Context: an optimization exercise on an open-source flow, tuned for small area and a short achievable clock period. The choices shown serve that exercise and are no tape-out recipe.
At most, simulation tests tie the RTL to the original design; equivalence was not proved.

==> maple: inputs <==
Design CPU, start of the top module:
module CPU(input clk,rst,
           output [11:0] imem_addr, input [18:0] imem_data,
           output [7:0] dmem_addr, dmem_wdata, output dmem_we, dmem_re, input [7:0] dmem_rdata);
  wire [18:0] ins = imem_data;
  logic [11:0] pc;
  logic z, c;
  logic [7:0][7:0] R;           
  logic [7:0][11:0] stk;        
  logic [2:0] sp;               
  logic [3:0] cnt;              
  wire is_alu  = ~ins[18];                            
  wire is_ld   = ins[18:14] == 5'b10000;
  wire is_st   = ins[18:14] == 5'b10001;
  wire is_sh   = ins[18:16] == 3'b110;
  wire is_br   = ins[18:16] == 3'b101;
  wire is_jmp  = ins[18:15] == 4'b1110;               
  wire is_call = ins[18:14] == 5'b11101;
  wire is_ret  = ins[18:13] == 6'b111100;
  wire wr_reg  = is_alu | is_ld | is_sh;
  wire ld_fl   = is_alu | is_sh;
  wire [7:0] imm = ins[7:0];
  wire [2:0] ra = ins[10:8];
  wire [2:0] rb = ins[18] ? ins[13:11] : ins[7:5];
  logic [7:0] a, rbv;
  always_comb begin
    a = 8'd0;
    rbv = 8'd0;
    for (int i = 0; i < 8; i++) begin
      a = a | (R[i] & {8{ra == i}});
      rbv = rbv | (R[i] & {8{rb == i}});
    end
  end
  agu agu0(.a(a), .b(imm), .s(dmem_addr));
  assign dmem_wdata = rbv;
  assign dmem_we    = ~rst & is_st;
  assign dmem_re    = ~rst & is_ld;
  assign imem_addr  = pc;
  wire [2:0] fn = ins[16:14];
  wire [7:0] b = ins[17] ? imm : rbv;
  wire sub = fn[1] & ~fn[2];
  wire y = sub & fn[0] & c;                     
  wire ci = sub | (fn[0] & c);
  logic [7:0] ay;                               
  logic ya;
  always_comb begin
    logic t;
    t = y;
    for (int i = 0; i < 8; i++) begin
      ay[i] = a[i] ^ t;
      t = t & a[i];
    end
    ya = t;
  end
  wire [7:0] bb = sub ? ~b : b;
  wire [8:0] sum9 = {1'b0, ay} + {1'b0, bb} + {8'd0, ci};
  wire c8 = sum9[8] ^ ya ^ sub;                 
  wire [7:0] pp = ay ^ bb;
  ...
==> module CPU, before the edit <==
module CPU(input clk,rst,
           output [11:0] imem_addr, input [18:0] imem_data,
           output [7:0] dmem_addr, dmem_wdata, output dmem_we, dmem_re, input [7:0] dmem_rdata);
  wire [18:0] ins = imem_data;
  logic [11:0] pc;
  logic z, c;
  logic [7:0][7:0] R;           
  logic [7:0][11:0] stk;        
  logic [2:0] sp;               
  logic [3:0] cnt;              
  wire is_alu  = ~ins[18];                            
  wire is_ld   = ins[18:14] == 5'b10000;
  wire is_st   = ins[18:14] == 5'b10001;
  wire is_sh   = ins[18:16] == 3'b110;
  wire is_br   = ins[18:16] == 3'b101;
  wire is_jmp  = ins[18:15] == 4'b1110;               
  wire is_call = ins[18:14] == 5'b11101;
  wire is_ret  = ins[18:13] == 6'b111100;
  wire wr_reg  = is_alu | is_ld | is_sh;
  wire ld_fl   = is_alu | is_sh;
  wire [7:0] imm = ins[7:0];
  wire [2:0] ra = ins[10:8];
  wire [2:0] rb = ins[18] ? ins[13:11] : ins[7:5];
  logic [7:0] a, rbv;
  always_comb begin
    a = 8'd0;
    rbv = 8'd0;
    for (int i = 0; i < 8; i++) begin
      a = a | (R[i] & {8{ra == i}});
      rbv = rbv | (R[i] & {8{rb == i}});
    end
  end
  agu agu0(.a(a), .b(imm), .s(dmem_addr));
  assign dmem_wdata = rbv;
  assign dmem_we    = ~rst & is_st;
  assign dmem_re    = ~rst & is_ld;
  assign imem_addr  = pc;
  wire [2:0] fn = ins[16:14];
  wire [7:0] b = ins[17] ? imm : rbv;
  wire sub = fn[1] & ~fn[2];
  wire y = sub & fn[0] & c;                     
  wire ci = sub | (fn[0] & c);
  logic [7:0] ay;                               
  logic ya;
  always_comb begin
    logic t;
    t = y;
    for (int i = 0; i < 8; i++) begin
      ay[i] = a[i] ^ t;
      t = t & a[i];
    end
    ya = t;
  end
  wire [7:0] bb = sub ? ~b : b;
  wire [8:0] sum9 = {1'b0, ay} + {1'b0, bb} + {8'd0, ci};
  wire c8 = sum9[8] ^ ya ^ sub;                 
  wire [7:0] pp = ay ^ bb;
  wire [7:0] gg = ay & bb;
  wire [7:0] oo = ay | bb;
  logic [7:0] lg;
  always_comb begin
    case (fn[1:0])
      2'b00: lg = gg;
      2'b01: lg = oo;
      2'b10: lg = pp;
      default: lg = ~gg;
    endcase
  end
  wire zsum = (pp[0] == ci) & (pp[7:1] == oo[6:0]);
  wire [7:0] alures = fn[2] ? lg : sum9[7:0];
  wire aluc = ~fn[2] & c8;
  wire aluz = fn[2] ? (lg == 8'd0) : zsum;
  wire [2:0] s = ins[7:5];
  wire [1:0] fn2 = ins[15:14];
  wire right = fn2[0];
  wire [2:0] amt = right ? (3'd0 - s) : s;            
  wire [15:0] dd = {a, a} << amt;
  wire [7:0] rot = dd[15:8];
  wire [7:0] lmask = 8'hff << s;
  wire [7:0] rmask = 8'hff >> s;
  wire [7:0] shres = fn2[1] ? rot : (rot & (right ? rmask : lmask));
  wire shc = ~fn2[1] & (s != 3'd0) & (right ? rot[7] : rot[0]);
  wire [7:0] res = is_sh ? shres : alures;
  wire nc = is_sh ? shc : aluc;
  wire nz = is_sh ? (shres == 8'd0) : aluz;
  wire [7:0] wd = is_ld ? dmem_rdata : res;
  logic [7:0] spd;
  wire live = cnt != 4'd0;
  always_comb for (int i = 0; i < 8; i++) spd[i] = (sp == i);
  logic [11:0] top;
  always_comb begin
    top = 12'd0;
    for (int i = 0; i < 8; i++) top = top | (stk[i] & {12{spd[i] & live}});
  end
  wire cond = (ins[15] ? c : z) ^ ins[14];
  wire taken = is_br & cond;
  wire [11:0] pcn = pc + ({{4{imm[7]}}, imm} & {12{taken}}) + 12'd1;
  logic [11:0] npc;
  always_comb begin
    if (is_jmp)         npc = ins[11:0];
    else if (is_ret)    npc = top;
    else                npc = pcn;
  end
  always_ff @(posedge clk, posedge rst) begin
    if (rst) begin
      pc <= 12'd0;
      z <= 1'b0;
      c <= 1'b0;
      R <= '0;
      sp <= 3'd0;
      cnt <= 4'd0;
    end else begin
      pc <= npc;
      if (ld_fl) begin
        z <= nz;
        c <= nc;
      end
      for (int i = 0; i < 8; i++)
        if (wr_reg && ins[13:11] == i) R[i] <= wd;
      if (is_call) begin
        sp <= sp + 3'd1;
        if (cnt != 4'd8) cnt <= cnt + 4'd1;
      end else if (is_ret) begin
        sp <= sp - 3'd1;
        if (cnt != 4'd0) cnt <= cnt - 4'd1;
      end
    end
  end
  always_ff @(posedge clk)
    for (int i = 0; i < 8; i++)
      if (is_call & spd[(i + 7) % 8]) stk[i] <= pcn;
endmodule
export LEC_CHECK = 0
export CAP_MARGIN = 5
export CORE_MARGIN = 2
export CORE_UTILIZATION = 60
export CTS_BUF_LIST = sky130_fd_sc_hd__clkbuf_8
export SETUP_SLACK_MARGIN = 2.5
export SLEW_MARGIN = 5
create_clock -name core_clock -period 7.5 [get_ports {clk}]
standard.sh (not shown) runs the stock make flow with config.mk's settings and CLKGATE_MAP_FILE= SYNTH_SCRIPT=/design/flow/synth_recipe.tcl, a recipe that flattens the netlist after the stock synthesis.
==> flow/flow/run.sh <==
#!/bin/bash
# Own layout flow: the standard ORFS flow with changes to synthesis (no
# full/half-adder extraction; abc maps the top module for area and the
# modules in KEEP for speed) and plain buffers on the ports. Each step's
# output goes to a log of its own in this folder.
set -euo pipefail
HERE=$(pwd)
FL=$HERE/flow
KEEP=$(cat "$FL/keep_modules.txt")

# synthesis script: the standard flow's, sourcing ORFS's synth.tcl with the abc call
# replaced by flow/abc_step.tcl
sed "s#@FL@#$FL#g" "$FL/abc_step.tcl" > "$HERE/own_abc_step.tcl"
sed "s#log_cmd abc {\\*}\$abc_args#source $HERE/own_abc_step.tcl#" \
  "$FLOW_HOME/scripts/synth.tcl" > "$HERE/own_synth_core.tcl"
grep -q 'own_abc_step' "$HERE/own_synth_core.tcl"
sed "s#source \$::env(SCRIPTS_DIR)/synth.tcl#source $HERE/own_synth_core.tcl#" \
  "$HERE/synth_recipe.tcl" > "$HERE/own_synth.tcl"
grep -q own_synth_core "$HERE/own_synth.tcl"

bash standard.sh SYNTH_SCRIPT="$HERE/own_synth.tcl" ADDER_MAP_FILE= SYNTH_OPERATIONS_ARGS=" " \
  SYNTH_KEEP_MODULES="$KEEP" synth > "$HERE/synth.log" 2>&1

EXTRA=()
if [[ -f $FL/extra.mk ]]; then
  while read -r l; do [[ -n $l && $l != \#* ]] && EXTRA+=("$l"); done < "$FL/extra.mk"
fi
bash standard.sh "${EXTRA[@]}" finish > "$HERE/layout.log" 2>&1
==> flow/flow/abc_step.tcl <==
# abc mapping: the modules kept apart (SYNTH_KEEP_MODULES) for speed, the
# top module for area. @FL@ is replaced by the flow folder.
set own_rest [lrange $abc_args 2 end]
foreach own_m $::env(SYNTH_KEEP_MODULES) {
  log_cmd abc -script @FL@/fast.abc {*}$own_rest $own_m
}
log_cmd abc -script @FL@/synth.abc {*}$own_rest $::env(DESIGN_NAME)
==> flow/flow/extra.mk <==
# make variables for the layout steps, one per line
BUFFER_PORTS_ARGS=-buffer_cell sky130_fd_sc_hd__buf_1
CTS_ARGS=-sink_clustering_enable -repair_clock_nets -buf_list sky130_fd_sc_hd__clkbuf_8 -dont_use_dummy_load
==> flow/flow/fast.abc <==
strash
dch
map -D 700
topo
buffer -c
upsize -c -D 700
dnsize -c -D 700
==> flow/flow/keep_modules.txt <==
agu
==> flow/flow/synth.abc <==
strash
dch
map -D 3000
topo
buffer -c
upsize -c -D 3000
dnsize -c -D 3000
==> inputs of onyx, as changes to maple <==
--- a/flow/design.v
+++ b/flow/design.v
@@ -76,16 +76,17 @@
   wire [8:0] sum9 = {1'b0, ay} + {1'b0, bb} + {8'd0, ci};
   wire c8 = sum9[8] ^ ya ^ sub;                 
-  wire [7:0] pp = ay ^ bb;
-  wire [7:0] gg = ay & bb;
-  wire [7:0] oo = ay | bb;
+  wire [7:0] lp = a ^ b;
+  wire [7:0] lgg = a & b;
   logic [7:0] lg;
   always_comb begin
     case (fn[1:0])
-      2'b00: lg = gg;
-      2'b01: lg = oo;
-      2'b10: lg = pp;
-      default: lg = ~gg;
+      2'b00: lg = lgg;
+      2'b01: lg = lgg | lp;
+      2'b10: lg = lp;
+      default: lg = ~lgg;
     endcase
   end
+  wire [7:0] pp = ay ^ bb;
+  wire [7:0] oo = ay | bb;
   wire zsum = (pp[0] == ci) & (pp[7:1] == oo[6:0]);
   wire [7:0] alures = fn[2] ? lg : sum9[7:0];
@@ -114,12 +115,13 @@
     for (int i = 0; i < 8; i++) top = top | (stk[i] & {12{spd[i] & live}});
   end
+  wire [11:0] pc1 = pc + 12'd1;
+  wire [11:0] pcb = pc1 + {{4{imm[7]}}, imm};
   wire cond = (ins[15] ? c : z) ^ ins[14];
-  wire taken = is_br & cond;
-  wire [11:0] pcn = pc + ({{4{imm[7]}}, imm} & {12{taken}}) + 12'd1;
   logic [11:0] npc;
   always_comb begin
-    if (is_jmp)         npc = ins[11:0];
+    if (is_br & cond)   npc = pcb;
+    else if (is_jmp)    npc = ins[11:0];
     else if (is_ret)    npc = top;
-    else                npc = pcn;
+    else                npc = pc1;
   end
   always_ff @(posedge clk, posedge rst) begin
@@ -150,4 +152,4 @@
   always_ff @(posedge clk)
     for (int i = 0; i < 8; i++)
-      if (is_call & spd[(i + 7) % 8]) stk[i] <= pcn;
+      if (is_call & spd[(i + 7) % 8]) stk[i] <= pc1;
 endmodule
==> flow/run.sh (new file) <==
#!/bin/bash
# synth_recipe.tcl (not shown) runs the flow's synth.tcl, then flattens the netlist and writes it again
# the make line also repeats each setting of config.mk as NAME=value (left out here)
make -C /OpenROAD-flow-scripts/flow DESIGN_CONFIG=/design/flow/config.mk WORK_HOME=/design/flow/orfs CLKGATE_MAP_FILE= SYNTH_SCRIPT=/design/flow/synth_recipe.tcl finish
- CAP_MARGIN: 5 -> 20
- SETUP_SLACK_MARGIN: 2.5 -> 3.0
- SLEW_MARGIN: 5 -> 20
- SYNTH_HIERARCHICAL: not set -> 1
removed: flow/flow/run.sh
removed: flow/flow/abc_step.tcl
removed: flow/flow/extra.mk
removed: flow/flow/fast.abc
removed: flow/flow/keep_modules.txt
removed: flow/flow/synth.abc
removed: flow/standard.sh
==> inputs of quartz, as changes to maple <==
--- a/flow/design.v
+++ b/flow/design.v
@@ -76,16 +76,17 @@
   wire [8:0] sum9 = {1'b0, ay} + {1'b0, bb} + {8'd0, ci};
   wire c8 = sum9[8] ^ ya ^ sub;                 
-  wire [7:0] pp = ay ^ bb;
-  wire [7:0] gg = ay & bb;
-  wire [7:0] oo = ay | bb;
+  wire [7:0] lp = a ^ b;
+  wire [7:0] lgg = a & b;
   logic [7:0] lg;
   always_comb begin
     case (fn[1:0])
-      2'b00: lg = gg;
-      2'b01: lg = oo;
-      2'b10: lg = pp;
-      default: lg = ~gg;
+      2'b00: lg = lgg;
+      2'b01: lg = lgg | lp;
+      2'b10: lg = lp;
+      default: lg = ~lgg;
     endcase
   end
+  wire [7:0] pp = ay ^ bb;
+  wire [7:0] oo = ay | bb;
   wire zsum = (pp[0] == ci) & (pp[7:1] == oo[6:0]);
   wire [7:0] alures = fn[2] ? lg : sum9[7:0];
@@ -114,12 +115,13 @@
     for (int i = 0; i < 8; i++) top = top | (stk[i] & {12{spd[i] & live}});
   end
+  wire [11:0] pc1 = pc + 12'd1;
+  wire [11:0] pcb = pc1 + {{4{imm[7]}}, imm};
   wire cond = (ins[15] ? c : z) ^ ins[14];
-  wire taken = is_br & cond;
-  wire [11:0] pcn = pc + ({{4{imm[7]}}, imm} & {12{taken}}) + 12'd1;
   logic [11:0] npc;
   always_comb begin
-    if (is_jmp)         npc = ins[11:0];
+    if (is_br & cond)   npc = pcb;
+    else if (is_jmp)    npc = ins[11:0];
     else if (is_ret)    npc = top;
-    else                npc = pcn;
+    else                npc = pc1;
   end
   always_ff @(posedge clk, posedge rst) begin
@@ -150,4 +152,4 @@
   always_ff @(posedge clk)
     for (int i = 0; i < 8; i++)
-      if (is_call & spd[(i + 7) % 8]) stk[i] <= pcn;
+      if (is_call & spd[(i + 7) % 8]) stk[i] <= pc1;
 endmodule
==> flow/run.sh (new file) <==
#!/bin/bash
# synth_recipe.tcl (not shown) runs the flow's synth.tcl, then flattens the netlist and writes it again
# the make line also repeats each setting of config.mk as NAME=value (left out here)
make -C /OpenROAD-flow-scripts/flow DESIGN_CONFIG=/design/flow/config.mk WORK_HOME=/design/flow/orfs CLKGATE_MAP_FILE= SYNTH_SCRIPT=/design/flow/synth_recipe.tcl finish
- ABC_AREA: not set -> 1
- CAP_MARGIN: 5 -> 20
- SETUP_SLACK_MARGIN: 2.5 -> 3.0
- SLEW_MARGIN: 5 -> 20
- SYNTH_HIERARCHICAL: not set -> 0
removed: flow/flow/run.sh
removed: flow/flow/abc_step.tcl
removed: flow/flow/extra.mk
removed: flow/flow/fast.abc
removed: flow/flow/keep_modules.txt
removed: flow/flow/synth.abc
removed: flow/standard.sh
==> summary.txt <==
item	onyx	quartz	maple
Most repeated cell in the gate-level netlist after synthesis	edfxtp_1	nand2_1	nand2_1
Post-Synth Adder-Cell Area	8.72%	8.34%	0%
Result of the run	complete, no violations	complete, no violations	complete, no violations
FF-to-FF Start	R[41]	R[8]	c
Routed WL	35.9 mm	38.9 mm	29.7 mm
Fraction of final layout cells with drive strength greater than 1	33.4%	24.3%	17.6%
Cell with the largest stage delay on the worst path	fa_2	ha_4	nor2_2
Worst slew slack as a fraction of its limit	38.6%	26.4%	16.2%
Switch share	41.3%	45.5%	43.0%
Clock latency at the later pin of the worst-skew pair	0.48 ns	0.49 ns	0.45 ns
Arrival time reported for the critical path endpoint	3.80 ns	3.65 ns	3.44 ns
CP Buf/Inv Count	4	4	5
Portion of synthesized cell area occupied by the leading cell type	25.8%	24.6%	28.0%
First-pass iteration count of the detailed router	6	6	5
Post-synthesis cell area	11200 um^2	11700 um^2	10300 um^2
Only the layout flow was run in onyx and quartz; the RTL was not checked for function there.

-- afterwards: timing with drivers on the ports --
In the flow no input, the clock included, has a driving cell. The finished layouts below were timed again as built, in two steps. Step 1 (the two cells are an assumption about what drives the block):
set clk [get_ports {clk}]
set_driving_cell -lib_cell sky130_fd_sc_hd__clkbuf_16 $clk
set_driving_cell -lib_cell sky130_fd_sc_hd__buf_2 [delete_from_list [all_inputs] $clk]
Step 2, shift: input delay + t, output delay - t, t = (earliest + latest rising clock arrival at the registers) / 2. This alone moves slack from input paths to output paths. a / b / c = ideal ports / drivers / drivers and shift; a / b = the first two.
| run | shift t [ns] | slack for setup (ns) | worst hold slack (ns) |
|---|---|---|---|
| maple | 0.481 | 2.559 / 2.527 / 2.233 | 0.487 / 0.487 / 0.487 |
| onyx | 0.507 | 2.203 / 2.090 / 1.901 | 0.523 / 0.523 / 0.523 |
| quartz | 0.521 | 2.346 / 2.285 / 2.207 | 0.501 / 0.501 / 0.501 |
After both steps setup and hold are still met in every run listed. The setup slack of maple, which loses most, moves by -0.032 ns with the drivers and by -0.326 ns with both steps.
